Background: an optimization exercise with open tools, aiming at small area, a short achievable clock period and few clock cycles. Do not read the settings as production practice. At most, simulation tests tie the RTL to the original design; equivalence was not proved.

==> build 2 <==
==> flow/design.v <==
module adder_32b (a, b, cin, sum);
  input  [31:0] a, b;
  input         cin;
  output [31:0] sum;
  wire [31:0] p0 = a ^ b;
  wire [31:0] g0 = a & b;
  wire [31:0] g1i = {g0[31:1], g0[0] | (p0[0] & cin)};
  wire [31:0] g [0:5];
  wire [31:0] p [0:5];
  assign g[0] = g1i;
  assign p[0] = p0;
  genvar l, k;
  generate
    for (l = 0; l < 5; l = l + 1) begin : g_lvl
      for (k = 0; k < 32; k = k + 1) begin : g_bit
        if (k >= (1 << l)) begin : g_op
          assign g[l+1][k] = g[l][k] | (p[l][k] & g[l][k - (1 << l)]);
          assign p[l+1][k] = p[l][k] & p[l][k - (1 << l)];
        end else begin : g_pass
          assign g[l+1][k] = g[l][k];
          assign p[l+1][k] = p[l][k];
        end
      end
    end
  endgenerate
  assign sum = p0 ^ {g[5][30:0], cin};
endmodule
module ks_add #(parameter W = 16) (a, b, cin, sum, cout);
  input  [W-1:0] a, b;
  input          cin;
  output [W-1:0] sum;
  output         cout;
  localparam L = $clog2(W);
  wire [W-1:0] g [0:L];
  wire [W-1:0] p [0:L];
  wire [W-1:0] x = a ^ b;
  assign g[0] = {a[W-1:1] & b[W-1:1], (a[0] & b[0]) | (x[0] & cin)};
  assign p[0] = x;
  genvar l, k;
  generate
    for (l = 0; l < L; l = l + 1) begin : g_lvl
      for (k = 0; k < W; k = k + 1) begin : g_bit
        if (k >= (1 << l)) begin : g_op
          assign g[l+1][k] = g[l][k] | (p[l][k] & g[l][k - (1 << l)]);
          assign p[l+1][k] = p[l][k] & p[l][k - (1 << l)];
        end else begin : g_pass
          assign g[l+1][k] = g[l][k];
          assign p[l+1][k] = p[l][k];
        end
      end
    end
  endgenerate
  assign sum  = x ^ {g[L][W-2:0], cin};
  assign cout = g[L][W-1];
endmodule
module reg_file (clk, we, wa, wd, ra1, ra2, rd1, rd2);
  input         clk, we;
  input  [4:0]  wa, ra1, ra2;
  input  [31:0] wd;
  output [31:0] rd1, rd2;
  wire [31:0] r [0:31];
  assign r[0] = 32'd0;
  genvar i;
  generate
    for (i = 1; i < 32; i = i + 1) begin : g_reg
      reg [31:0] q;
      always @(posedge clk)
        if (we && wa == i) q <= wd;
      assign r[i] = q;
    end
  endgenerate
  assign rd1 = r[ra1];
  assign rd2 = r[ra2];
endmodule
module mips_pipeline (rst, clk, inst_adr, inst, data_adr, data_in, data_out, mem_read, mem_write);
  input rst, clk;
  output [31:0] inst_adr;
  input  [31:0] inst;
  output [31:0] data_adr;
  input  [31:0] data_in;
  output [31:0] data_out;
  output mem_read, mem_write;
  localparam [5:0] OP_R = 6'b000000, OP_LW = 6'b100011, OP_SW = 6'b101011,
                   OP_BEQ = 6'b000100, OP_ADDI = 6'b001001, OP_SLTI = 6'b001010,
                   OP_J = 6'b000010, OP_JR = 6'b000110;
  reg [31:0] pc;
  reg [31:0] x_a, x_b, x_bt;
  reg [15:0] x_imm;
  reg        x_wen, x_load, x_store, x_beq, x_jr;
  reg [4:0]  x_dst;
  reg        x_sub, x_and, x_or, x_slt;
  reg        x_a_fw;                     
  reg        x_b_fw;                     
  reg        x_o_fw, x_o_rf, x_o_imm;    
  reg        x_d_ld;                     
  reg [31:0] m_res, m_sd;
  reg        m_wen, m_load, m_store;
  reg [4:0]  m_dst;
  wire [31:0] m_val = m_load ? data_in : m_res;
  assign data_adr  = m_res;
  assign data_out  = m_sd;
  assign mem_read  = m_load;
  assign mem_write = m_store;
  wire [31:0] x_se  = {{16{x_imm[15]}}, x_imm};
  wire [31:0] e_a   = x_a_fw ? m_res : x_a;
  wire [31:0] e_rt  = x_b_fw ? m_res : x_b;
  wire [31:0] e_b   = ({32{x_o_fw}} & m_res) | ({32{x_o_rf}} & x_b) | ({32{x_o_imm}} & x_se);
  wire        e_inv = x_sub | x_slt;
  wire [31:0] e_sum;
  adder_32b ALU_ADD (.a(e_a), .b(e_b ^ {32{e_inv}}), .cin(e_inv), .sum(e_sum));
  wire        e_lt  = (e_a[31] ^ e_b[31]) ? e_a[31] : e_sum[31];
  wire [31:0] e_res = x_and ? (e_a & e_b) :
                      x_or  ? (e_a | e_b) :
                      x_slt ? {31'd0, e_lt} : e_sum;
  wire        e_eq  = (e_a == e_rt);
  wire        e_taken = x_beq & e_eq;
  wire        redirect = e_taken | x_jr;
  wire [31:0] redirect_pc = x_jr ? e_a : x_bt;
  always @(posedge clk) begin
    if (rst) begin
      m_wen   <= 1'b0;
      m_load  <= 1'b0;
      m_store <= 1'b0;
    end else begin
      m_wen   <= x_wen;
      m_load  <= x_load;
      m_store <= x_store;
    end
    m_res <= e_res;
    m_sd  <= x_d_ld ? data_in : e_rt;
    m_dst <= x_dst;
  end
  assign inst_adr = pc;
  wire [5:0]  op    = inst[31:26];
  wire [4:0]  rs    = inst[25:21];
  wire [4:0]  rt    = inst[20:16];
  wire [4:0]  rd    = inst[15:11];
  wire [5:0]  funct = inst[5:0];
  wire [15:0] imm   = inst[15:0];
  wire is_r    = (op == OP_R);
  wire is_lw   = (op == OP_LW);
  wire is_sw   = (op == OP_SW);
  wire is_beq  = (op == OP_BEQ);
  wire is_addi = (op == OP_ADDI);
  wire is_slti = (op == OP_SLTI);
  wire is_j    = (op == OP_J);
  wire is_jr   = (op == OP_JR);
  wire [4:0] dst = is_r ? rd : rt;
  wire       wen = (is_r | is_lw | is_addi | is_slti) & (dst != 5'd0);
  wire f_add = is_r & (funct == 6'b100000);
  wire f_sub = is_r & (funct == 6'b100011);
  wire f_or  = is_r & (funct == 6'b100101);
  wire f_slt = is_r & (funct == 6'b101010);
  wire f_and = is_r & ~(f_add | f_sub | f_or | f_slt);
  wire use_rs = is_r | is_addi | is_slti | is_lw | is_sw | is_beq | is_jr;
  wire use_rt = is_r | is_beq;
  wire hit_rs = x_wen & (x_dst == rs);
  wire hit_rt = x_wen & (x_dst == rt);
  wire stall  = x_load & ((hit_rs & use_rs) | (hit_rt & use_rt));
  wire        w_en = m_wen;
  wire [31:0] rf_a, rf_b;
  reg_file RF (.clk(clk), .we(w_en), .wa(m_dst), .wd(m_val),
               .ra1(rs), .ra2(rt), .rd1(rf_a), .rd2(rf_b));
  wire [31:0] d_a = (w_en && m_dst == rs) ? m_val : rf_a;
  wire [31:0] d_b = (w_en && m_dst == rt) ? m_val : rf_b;
  wire [31:0] pc4 = pc + 32'd4;
  wire [13:0] hi    = pc[31:18];
  wire [13:0] hi_p1 = hi + 14'd1;
  wire [13:0] hi_m1 = hi - 14'd1;
  wire [16:0] lo;
  ks_add #(16) BT_ADD (.a(pc[17:2]), .b(imm), .cin(1'b1), .sum(lo[15:0]), .cout(lo[16]));
  wire        hi_0  = lo[16] ~^ imm[15];
  wire        hi_up = lo[16] & ~imm[15];
  wire        hi_dn = ~lo[16] & imm[15];
  wire [13:0] bt_hi = ({14{hi_0}} & hi) | ({14{hi_up}} & hi_p1) | ({14{hi_dn}} & hi_m1);
  wire [31:0] bt    = {bt_hi, lo[15:0], pc[1:0]};
  wire        beq_same = is_beq & (rs == rt);
  always @(posedge clk) begin
    if (rst)
      pc <= 32'd0;
    else if (redirect)
      pc <= redirect_pc;
    else if (stall)
      pc <= pc;
    else if (is_j)
      pc <= {pc4[31:28], inst[25:0], 2'b00};
    else if (beq_same)
      pc <= bt;
    else
      pc <= pc4;
  end
  wire kill = rst | redirect | stall;
  always @(posedge clk) begin
    if (kill) begin
      x_wen   <= 1'b0;
      x_load  <= 1'b0;
      x_store <= 1'b0;
      x_beq   <= 1'b0;
      x_jr    <= 1'b0;
    end else begin
      x_wen   <= wen;
      x_load  <= is_lw;
      x_store <= is_sw;
      x_beq   <= is_beq & ~beq_same;
      x_jr    <= is_jr;
    end
    x_a     <= d_a;
    x_b     <= d_b;
    x_bt    <= bt;
    x_imm   <= imm;
    x_dst   <= dst;
    x_sub   <= f_sub;
    x_and   <= f_and;
    x_or    <= f_or;
    x_slt   <= f_slt | is_slti;
    x_a_fw  <= hit_rs & ~x_load;
    x_b_fw  <= hit_rt & ~x_load;
    x_o_fw  <= is_r & hit_rt & ~x_load;
    x_o_rf  <= is_r & ~(hit_rt & ~x_load);
    x_o_imm <= ~is_r;
    x_d_ld  <= hit_rt & x_load;
  end
endmodule
==> flow/run.sh <==
#!/bin/bash
# synth_recipe.tcl (not shown) runs the flow's synth.tcl, then flattens the netlist and writes it again
# the make line also repeats each setting of config.mk as NAME=value (left out here)
make -C /OpenROAD-flow-scripts/flow DESIGN_CONFIG=/design/flow/config.mk WORK_HOME=/design/flow/orfs CLKGATE_MAP_FILE= SYNTH_SCRIPT=/design/flow/synth_recipe.tcl finish
==> flow/config.mk <==
export PLATFORM = sky130hd
export DESIGN_NAME = mips_pipeline
export DESIGN_NICKNAME = mips_pipeline
export VERILOG_FILES = /design/flow/design.v
export SDC_FILE = /design/flow/constraint.sdc
export NUM_CORES = 4
export LEC_CHECK = 0
export CAP_MARGIN = 20
export CORE_MARGIN = 2
export CORE_UTILIZATION = 35
export PLACE_DENSITY = 0.55
export SETUP_SLACK_MARGIN = 5
export SLEW_MARGIN = 20
==> flow/constraint.sdc <==
create_clock -name core_clock -period 10.0 [get_ports {clk}]
set_input_delay 2.0000 -clock core_clock [delete_from_list [all_inputs] [get_ports {clk}]]
set_output_delay 2.0000 -clock core_clock [all_outputs]
set_load 0.01 [all_outputs]
==> build 43: changes against build 2 <==
==> flow/design.v (replaced) <==
module adder_32b (a, b, cin, sum);
  input  [31:0] a, b;
  input         cin;
  output [31:0] sum;
  wire [31:0] p0 = a ^ b;
  wire [31:0] g0 = a & b;
  wire [31:0] g1i = {g0[31:1], g0[0] | (p0[0] & cin)};
  wire [31:0] g [0:5];
  wire [31:0] p [0:5];
  assign g[0] = g1i;
  assign p[0] = p0;
  genvar l, k;
  generate
    for (l = 0; l < 5; l = l + 1) begin : g_lvl
      for (k = 0; k < 32; k = k + 1) begin : g_bit
        if (k >= (1 << l)) begin : g_op
          assign g[l+1][k] = g[l][k] | (p[l][k] & g[l][k - (1 << l)]);
          assign p[l+1][k] = p[l][k] & p[l][k - (1 << l)];
        end else begin : g_pass
          assign g[l+1][k] = g[l][k];
          assign p[l+1][k] = p[l][k];
        end
      end
    end
  endgenerate
  assign sum = p0 ^ {g[5][30:0], cin};
endmodule
module cs_add #(parameter W = 16, parameter B = 4) (a, b, cin, sum, cout);
  input  [W-1:0] a, b;
  input          cin;
  output [W-1:0] sum;
  output         cout;
  localparam N = W / B;
  wire [N:0] c;
  assign c[0] = cin;
  genvar i;
  generate
    for (i = 0; i < N; i = i + 1) begin : g_blk
      wire [B:0] s0 = {1'b0, a[i*B +: B]} + {1'b0, b[i*B +: B]};
      wire [B:0] s1 = {1'b0, a[i*B +: B]} + {1'b0, b[i*B +: B]} + {{B{1'b0}}, 1'b1};
      assign sum[i*B +: B] = c[i] ? s1[B-1:0] : s0[B-1:0];
      assign c[i+1] = c[i] ? s1[B] : s0[B];
    end
  endgenerate
  assign cout = c[N];
endmodule
module reg_file (clk, we, wa, wd, ra1, ra2, rd1, rd2);
  input         clk, we;
  input  [4:0]  wa, ra1, ra2;
  input  [31:0] wd;
  output [31:0] rd1, rd2;
  wire [31:0] r [0:31];
  assign r[0] = 32'd0;
  genvar i;
  generate
    for (i = 1; i < 32; i = i + 1) begin : g_reg
      reg [31:0] q;
      always @(posedge clk)
        if (we && wa == i) q <= wd;
      assign r[i] = q;
    end
  endgenerate
  assign rd1 = r[ra1];
  assign rd2 = r[ra2];
endmodule
module mips_pipeline (rst, clk, inst_adr, inst, data_adr, data_in, data_out, mem_read, mem_write);
  input rst, clk;
  output [31:0] inst_adr;
  input  [31:0] inst;
  output [31:0] data_adr;
  input  [31:0] data_in;
  output [31:0] data_out;
  output mem_read, mem_write;
  localparam [5:0] OP_R = 6'b000000, OP_LW = 6'b100011, OP_SW = 6'b101011,
                   OP_BEQ = 6'b000100, OP_ADDI = 6'b001001, OP_SLTI = 6'b001010,
                   OP_J = 6'b000010, OP_JR = 6'b000110;
  reg [31:0] pc;
  reg [31:0] x_a, x_b;
  reg [15:0] x_lo;                       
  reg [13:0] x_hi;                       
  reg [1:0]  x_pcl;
  reg        x_c;                        
  reg [15:0] x_imm;
  reg        x_wen, x_load, x_store, x_beq, x_jr, x_same;
  reg [4:0]  x_dst;
  reg        x_sub, x_and, x_or, x_slt;
  reg        x_a_ld, x_a_fw, x_a_rf;             
  reg        x_b_ld, x_b_fw, x_b_rf;             
  reg        x_o_ld, x_o_fw, x_o_rf, x_o_imm;    
  reg [31:0] m_res, m_sd;
  reg        m_wen, m_load, m_store;
  reg [4:0]  m_dst;
  wire [31:0] m_val = m_load ? data_in : m_res;
  assign data_adr  = m_res;
  assign data_out  = m_sd;
  assign mem_read  = m_load;
  assign mem_write = m_store;
  wire [31:0] x_se  = {{16{x_imm[15]}}, x_imm};
  wire [31:0] e_a   = ({32{x_a_ld}} & data_in) | ({32{x_a_fw}} & m_res) | ({32{x_a_rf}} & x_a);
  wire [31:0] e_rt  = ({32{x_b_ld}} & data_in) | ({32{x_b_fw}} & m_res) | ({32{x_b_rf}} & x_b);
  wire [31:0] e_b   = ({32{x_o_ld}} & data_in) | ({32{x_o_fw}} & m_res) | ({32{x_o_rf}} & x_b) |
                      ({32{x_o_imm}} & x_se);
  wire        e_inv = x_sub | x_slt;
  wire [31:0] e_sum;
  adder_32b ALU_ADD (.a(e_a), .b(e_b ^ {32{e_inv}}), .cin(e_inv), .sum(e_sum));
  wire        e_lt  = (e_a[31] ^ e_b[31]) ? e_a[31] : e_sum[31];
  wire [31:0] e_res = x_and ? (e_a & e_b) :
                      x_or  ? (e_a | e_b) :
                      x_slt ? {31'd0, e_lt} : e_sum;
  wire        e_eq  = (e_a == e_rt);
  wire        e_taken = x_beq & e_eq;
  wire        e_cross = x_c ^ x_imm[15];
  wire [13:0] e_hi    = e_cross ? (x_c ? x_hi + 14'd1 : x_hi - 14'd1) : x_hi;
  wire [31:0] e_bt    = {e_hi, x_lo, x_pcl};
  wire        redirect = e_taken | x_jr | (x_same & e_cross);
  wire [31:0] redirect_pc = x_jr ? e_a : e_bt;
  always @(posedge clk) begin
    if (rst) begin
      m_wen   <= 1'b0;
      m_load  <= 1'b0;
      m_store <= 1'b0;
    end else begin
      m_wen   <= x_wen;
      m_load  <= x_load;
      m_store <= x_store;
    end
    m_res <= e_res;
    m_sd  <= e_rt;
    m_dst <= x_dst;
  end
  assign inst_adr = pc;
  wire [5:0]  op    = inst[31:26];
  wire [4:0]  rs    = inst[25:21];
  wire [4:0]  rt    = inst[20:16];
  wire [4:0]  rd    = inst[15:11];
  wire [5:0]  funct = inst[5:0];
  wire [15:0] imm   = inst[15:0];
  wire is_r    = (op == OP_R);
  wire is_lw   = (op == OP_LW);
  wire is_sw   = (op == OP_SW);
  wire is_beq  = (op == OP_BEQ);
  wire is_addi = (op == OP_ADDI);
  wire is_slti = (op == OP_SLTI);
  wire is_j    = (op == OP_J);
  wire is_jr   = (op == OP_JR);
  wire [4:0] dst = is_r ? rd : rt;
  wire       wen = (is_r | is_lw | is_addi | is_slti) & (dst != 5'd0);
  wire f_add = is_r & (funct == 6'b100000);
  wire f_sub = is_r & (funct == 6'b100011);
  wire f_or  = is_r & (funct == 6'b100101);
  wire f_slt = is_r & (funct == 6'b101010);
  wire f_and = is_r & ~(f_add | f_sub | f_or | f_slt);
  wire hit_rs = x_wen & (x_dst == rs);
  wire hit_rt = x_wen & (x_dst == rt);
  wire        w_en = m_wen;
  wire [31:0] rf_a, rf_b;
  reg_file RF (.clk(clk), .we(w_en), .wa(m_dst), .wd(m_val),
               .ra1(rs), .ra2(rt), .rd1(rf_a), .rd2(rf_b));
  wire [31:0] d_a = (w_en && m_dst == rs) ? m_val : rf_a;
  wire [31:0] d_b = (w_en && m_dst == rt) ? m_val : rf_b;
  wire [31:0] pc4 = pc + 32'd4;
  wire [16:0] lo;
  cs_add #(16, 4) BT_ADD (.a(pc[17:2]), .b(imm), .cin(1'b1), .sum(lo[15:0]), .cout(lo[16]));
  wire        beq_same = is_beq & (rs == rt);
  wire        go    = ~redirect;
  wire        s_red = redirect;
  wire        s_j   = go & is_j;
  wire        s_bt  = go & beq_same;
  wire        s_inc = go & ~is_j & ~beq_same;
  wire [31:0] pc_next = ({32{s_red}} & redirect_pc) |
                        ({32{s_j}}   & {pc4[31:28], inst[25:0], 2'b00}) |
                        ({32{s_inc}} & pc4) |
                        ({32{s_bt}}  & {pc[31:18], lo[15:0], pc[1:0]});
  always @(posedge clk) begin
    if (rst)
      pc <= 32'd0;
    else
      pc <= pc_next;
  end
  wire kill = rst | redirect;
  always @(posedge clk) begin
    if (kill) begin
      x_wen   <= 1'b0;
      x_load  <= 1'b0;
      x_store <= 1'b0;
      x_beq   <= 1'b0;
      x_jr    <= 1'b0;
      x_same  <= 1'b0;
    end else begin
      x_wen   <= wen;
      x_load  <= is_lw;
      x_store <= is_sw;
      x_beq   <= is_beq & ~beq_same;
      x_jr    <= is_jr;
      x_same  <= beq_same;
    end
    x_a     <= d_a;
    x_b     <= d_b;
    x_lo    <= lo[15:0];
    x_c     <= lo[16];
    x_hi    <= pc[31:18];
    x_pcl   <= pc[1:0];
    x_imm   <= imm;
    x_dst   <= dst;
    x_sub   <= f_sub;
    x_and   <= f_and;
    x_or    <= f_or;
    x_slt   <= f_slt | is_slti;
    x_a_ld  <= hit_rs & x_load;
    x_a_fw  <= hit_rs & ~x_load;
    x_a_rf  <= ~hit_rs;
    x_b_ld  <= hit_rt & x_load;
    x_b_fw  <= hit_rt & ~x_load;
    x_b_rf  <= ~hit_rt;
    x_o_ld  <= is_r & hit_rt & x_load;
    x_o_fw  <= is_r & hit_rt & ~x_load;
    x_o_rf  <= is_r & ~hit_rt;
    x_o_imm <= ~is_r;
  end
endmodule
==> flow/flow/run.sh (new file) <==
#!/bin/bash
set -euo pipefail
bash standard.sh SETUP_SLACK_MARGIN=7 finish > standard_flow.log 2>&1
==> flow/standard.sh (new file) <==
#!/bin/bash
# synth_recipe.tcl (not shown) runs the flow's synth.tcl, then flattens the netlist and writes it again
# the make line also repeats each setting of config.mk as NAME=value (left out here)
make -C /OpenROAD-flow-scripts/flow DESIGN_CONFIG=/design/flow/config.mk WORK_HOME=/design/flow/orfs CLKGATE_MAP_FILE= SYNTH_SCRIPT=/design/flow/synth_recipe.tcl "${@:-finish}"
- CORE_UTILIZATION: 35 -> 40
- CTS_BUF_LIST: default -> sky130_fd_sc_hd__clkbuf_8
- CTS_CLUSTER_DIAMETER: default -> 60
- CTS_CLUSTER_SIZE: default -> 15
- PLACE_DENSITY: 0.55 -> 0.6
- TNS_END_PERCENT: default -> 0
removed: flow/run.sh
==> build 83: changes against build 2 <==
==> flow/flow/run.sh (new file) <==
#!/bin/bash
set -euo pipefail
bash standard.sh SETUP_SLACK_MARGIN=7 finish > standard_flow.log 2>&1
==> flow/standard.sh (new file) <==
#!/bin/bash
# synth_recipe.tcl (not shown) runs the flow's synth.tcl, then flattens the netlist and writes it again
# the make line also repeats each setting of config.mk as NAME=value (left out here)
make -C /OpenROAD-flow-scripts/flow DESIGN_CONFIG=/design/flow/config.mk WORK_HOME=/design/flow/orfs CLKGATE_MAP_FILE= SYNTH_SCRIPT=/design/flow/synth_recipe.tcl "${@:-finish}"
removed: flow/run.sh
==> build 34: changes against build 2 <==
--- a/flow/design.v
+++ b/flow/design.v
@@ -24,34 +24,6 @@
     end
   endgenerate
   assign sum = p0 ^ {g[5][30:0], cin};
-endmodule
-module ks_add #(parameter W = 16) (a, b, cin, sum, cout);
-  input  [W-1:0] a, b;
-  input          cin;
-  output [W-1:0] sum;
-  output         cout;
-  localparam L = $clog2(W);
-  wire [W-1:0] g [0:L];
-  wire [W-1:0] p [0:L];
-  wire [W-1:0] x = a ^ b;
-  assign g[0] = {a[W-1:1] & b[W-1:1], (a[0] & b[0]) | (x[0] & cin)};
-  assign p[0] = x;
-  genvar l, k;
-  generate
-    for (l = 0; l < L; l = l + 1) begin : g_lvl
-      for (k = 0; k < W; k = k + 1) begin : g_bit
-        if (k >= (1 << l)) begin : g_op
-          assign g[l+1][k] = g[l][k] | (p[l][k] & g[l][k - (1 << l)]);
-          assign p[l+1][k] = p[l][k] & p[l][k - (1 << l)];
-        end else begin : g_pass
-          assign g[l+1][k] = g[l][k];
-          assign p[l+1][k] = p[l][k];
-        end
-      end
-    end
-  endgenerate
-  assign sum  = x ^ {g[L][W-2:0], cin};
-  assign cout = g[L][W-1];
 endmodule
 module reg_file (clk, we, wa, wd, ra1, ra2, rd1, rd2);
   input         clk, we;
@@ -88,11 +60,8 @@
   reg [15:0] x_imm;
   reg        x_wen, x_load, x_store, x_beq, x_jr;
   reg [4:0]  x_dst;
-  reg        x_sub, x_and, x_or, x_slt;
-  reg        x_a_fw;                     
-  reg        x_b_fw;                     
-  reg        x_o_fw, x_o_rf, x_o_imm;    
-  reg        x_d_ld;                     
+  reg        x_imm_sel, x_sub, x_and, x_or, x_slt;
+  reg        x_fa, x_fb;
   reg [31:0] m_res, m_sd;
   reg        m_wen, m_load, m_store;
   reg [4:0]  m_dst;
@@ -101,10 +70,9 @@
   assign data_out  = m_sd;
   assign mem_read  = m_load;
   assign mem_write = m_store;
-  wire [31:0] x_se  = {{16{x_imm[15]}}, x_imm};
-  wire [31:0] e_a   = x_a_fw ? m_res : x_a;
-  wire [31:0] e_rt  = x_b_fw ? m_res : x_b;
-  wire [31:0] e_b   = ({32{x_o_fw}} & m_res) | ({32{x_o_rf}} & x_b) | ({32{x_o_imm}} & x_se);
+  wire [31:0] e_a   = x_fa ? m_val : x_a;
+  wire [31:0] e_rt  = x_fb ? m_val : x_b;
+  wire [31:0] e_b   = x_imm_sel ? {{16{x_imm[15]}}, x_imm} : e_rt;
   wire        e_inv = x_sub | x_slt;
   wire [31:0] e_sum;
   adder_32b ALU_ADD (.a(e_a), .b(e_b ^ {32{e_inv}}), .cin(e_inv), .sum(e_sum));
@@ -127,7 +95,7 @@
       m_store <= x_store;
     end
     m_res <= e_res;
-    m_sd  <= x_d_ld ? data_in : e_rt;
+    m_sd  <= e_rt;
     m_dst <= x_dst;
   end
   assign inst_adr = pc;
@@ -152,11 +120,6 @@
   wire f_or  = is_r & (funct == 6'b100101);
   wire f_slt = is_r & (funct == 6'b101010);
   wire f_and = is_r & ~(f_add | f_sub | f_or | f_slt);
-  wire use_rs = is_r | is_addi | is_slti | is_lw | is_sw | is_beq | is_jr;
-  wire use_rt = is_r | is_beq;
-  wire hit_rs = x_wen & (x_dst == rs);
-  wire hit_rt = x_wen & (x_dst == rt);
-  wire stall  = x_load & ((hit_rs & use_rs) | (hit_rt & use_rt));
   wire        w_en = m_wen;
   wire [31:0] rf_a, rf_b;
   reg_file RF (.clk(clk), .we(w_en), .wa(m_dst), .wd(m_val),
@@ -164,24 +127,14 @@
   wire [31:0] d_a = (w_en && m_dst == rs) ? m_val : rf_a;
   wire [31:0] d_b = (w_en && m_dst == rt) ? m_val : rf_b;
   wire [31:0] pc4 = pc + 32'd4;
-  wire [13:0] hi    = pc[31:18];
-  wire [13:0] hi_p1 = hi + 14'd1;
-  wire [13:0] hi_m1 = hi - 14'd1;
-  wire [16:0] lo;
-  ks_add #(16) BT_ADD (.a(pc[17:2]), .b(imm), .cin(1'b1), .sum(lo[15:0]), .cout(lo[16]));
-  wire        hi_0  = lo[16] ~^ imm[15];
-  wire        hi_up = lo[16] & ~imm[15];
-  wire        hi_dn = ~lo[16] & imm[15];
-  wire [13:0] bt_hi = ({14{hi_0}} & hi) | ({14{hi_up}} & hi_p1) | ({14{hi_dn}} & hi_m1);
-  wire [31:0] bt    = {bt_hi, lo[15:0], pc[1:0]};
+  wire [31:0] bt;
+  adder_32b BT_ADD (.a(pc4), .b({{14{imm[15]}}, imm, 2'b00}), .cin(1'b0), .sum(bt));
   wire        beq_same = is_beq & (rs == rt);
   always @(posedge clk) begin
     if (rst)
       pc <= 32'd0;
     else if (redirect)
       pc <= redirect_pc;
-    else if (stall)
-      pc <= pc;
     else if (is_j)
       pc <= {pc4[31:28], inst[25:0], 2'b00};
     else if (beq_same)
@@ -189,7 +142,7 @@
     else
       pc <= pc4;
   end
-  wire kill = rst | redirect | stall;
+  wire kill = rst | redirect;
   always @(posedge clk) begin
     if (kill) begin
       x_wen   <= 1'b0;
@@ -204,20 +157,17 @@
       x_beq   <= is_beq & ~beq_same;
       x_jr    <= is_jr;
     end
-    x_a     <= d_a;
-    x_b     <= d_b;
-    x_bt    <= bt;
-    x_imm   <= imm;
-    x_dst   <= dst;
-    x_sub   <= f_sub;
-    x_and   <= f_and;
-    x_or    <= f_or;
-    x_slt   <= f_slt | is_slti;
-    x_a_fw  <= hit_rs & ~x_load;
-    x_b_fw  <= hit_rt & ~x_load;
-    x_o_fw  <= is_r & hit_rt & ~x_load;
-    x_o_rf  <= is_r & ~(hit_rt & ~x_load);
-    x_o_imm <= ~is_r;
-    x_d_ld  <= hit_rt & x_load;
+    x_a       <= d_a;
+    x_b       <= d_b;
+    x_bt      <= bt;
+    x_imm     <= imm;
+    x_dst     <= dst;
+    x_imm_sel <= ~is_r;
+    x_sub     <= f_sub;
+    x_and     <= f_and;
+    x_or      <= f_or;
+    x_slt     <= f_slt | is_slti;
+    x_fa      <= x_wen & (x_dst == rs);
+    x_fb      <= x_wen & (x_dst == rt);
   end
 endmodule
- CORE_UTILIZATION: 35 -> 40
- PLACE_DENSITY: 0.55 -> 0.6
==> flow_summary.json <==
{
  "outcome": "no timing/DRC/antenna violations",
  "finalClockSkew_ns": 0.0352,
  "drt_first_iter_violations": 9924,
  "fin_area_um2": 65000,
  "die-area_um2": 140000,
  "reg2reg_slack_ns": 5.30,
  "wl_met1_mm": 88.4
}
-- figures above: build 34

==> flow_summary.json <==
{
  "outcome": "no timing/DRC/antenna violations",
  "instances_no_fill": 6398,
  "grt_pass1_vias": 45144,
  "cts.sinks": 1234,
  "crit_end": "x_a[2]",
  "route.met3.wl_mm": 46.8,
  "finalClockSkew_ns": 0.0778,
  "clock_area_share_pct": 3.25,
  "fin_area_um2": 64300,
  "die-area_um2": 140000,
  "powerComb_mw": 2.19,
  "drt_first_iter_violations": 10608
}
-- figures above: build 43

==> flow_summary.json <==
{
  "outcome": "no timing/DRC/antenna violations",
  "synth_common_cells": "edfxtp_1 (992), a22oi_1 (414), clkbuf_1 (277)",
  "yosys.area_share.simple_pct": 7.98,
  "die-area_um2": 163000,
  "finalClockSkew_ns": 0.0510,
  "end_kind": "register",
  "reg2reg_slack_ns": 6.11,
  "wl_met1_mm": 106
}
-- figures above: build 83

==> flow_summary.json <==
{
  "initial_core_util_pct": 35.2,
  "yosys.area_share.simple_pct": 7.98,
  "clkbuf_count": 168,
  "reg2reg_slack_ns": 5.19,
  "die-area_um2": 163000,
  "crit_end": "x_a[19]",
  "finalClockSkew_ns": 0.0371,
  "outcome": "no timing/DRC/antenna violations",
  "wl_met1_mm": 93.7,
  "fin_area_um2": 65800,
  "drt_first_iter_violations": 9836,
  "holdPathStages": 0
}
-- figures above: build 2

Testbench counts of build 43, summed over its fixed seeds: cycles 45,965.
Testbench counts of build 34, summed over its fixed seeds: cycles 45,965.
No functional check of the RTL was part of build 2 and build 83.

## port drivers added, routing unchanged
In the flow no input, the clock included, has a driving cell. The finished layouts below were timed again as built, in two steps.
Step 1 (the two cells are an assumption about what drives the block):
set clk [get_ports {clk}]
set_driving_cell -lib_cell sky130_fd_sc_hd__clkbuf_16 $clk
set_driving_cell -lib_cell sky130_fd_sc_hd__buf_2 [delete_from_list [all_inputs] $clk]
Step 2 times the ports against the registers' clock, not the clock port: input delays grow and output delays shrink by t, the midpoint of the rising clock arrivals with the driver on.
a / b / c = ideal / step 1 / step 2; a / b = the first two.
run	t, ns	setup slack, ns	slew at the worst register clock pin (ns)	worst data-port slew with drivers (ns)
build 2	0.863	4.882 / 4.933 / 4.071	0.07 / 0.07	0.09
build 43	0.968	5.573 / 5.618 / 4.650	0.11 / 0.11	0.11
build 83	0.883	5.257 / 5.287 / 4.404	0.08 / 0.08	0.19
build 34	0.844	4.854 / 4.757 / 3.913	0.07 / 0.07	0.23
After both steps setup and hold are still met in every run listed. For build 34, which loses most, drivers alone change the setup slack by -0.097 ns; drivers and shift together by -0.941 ns.
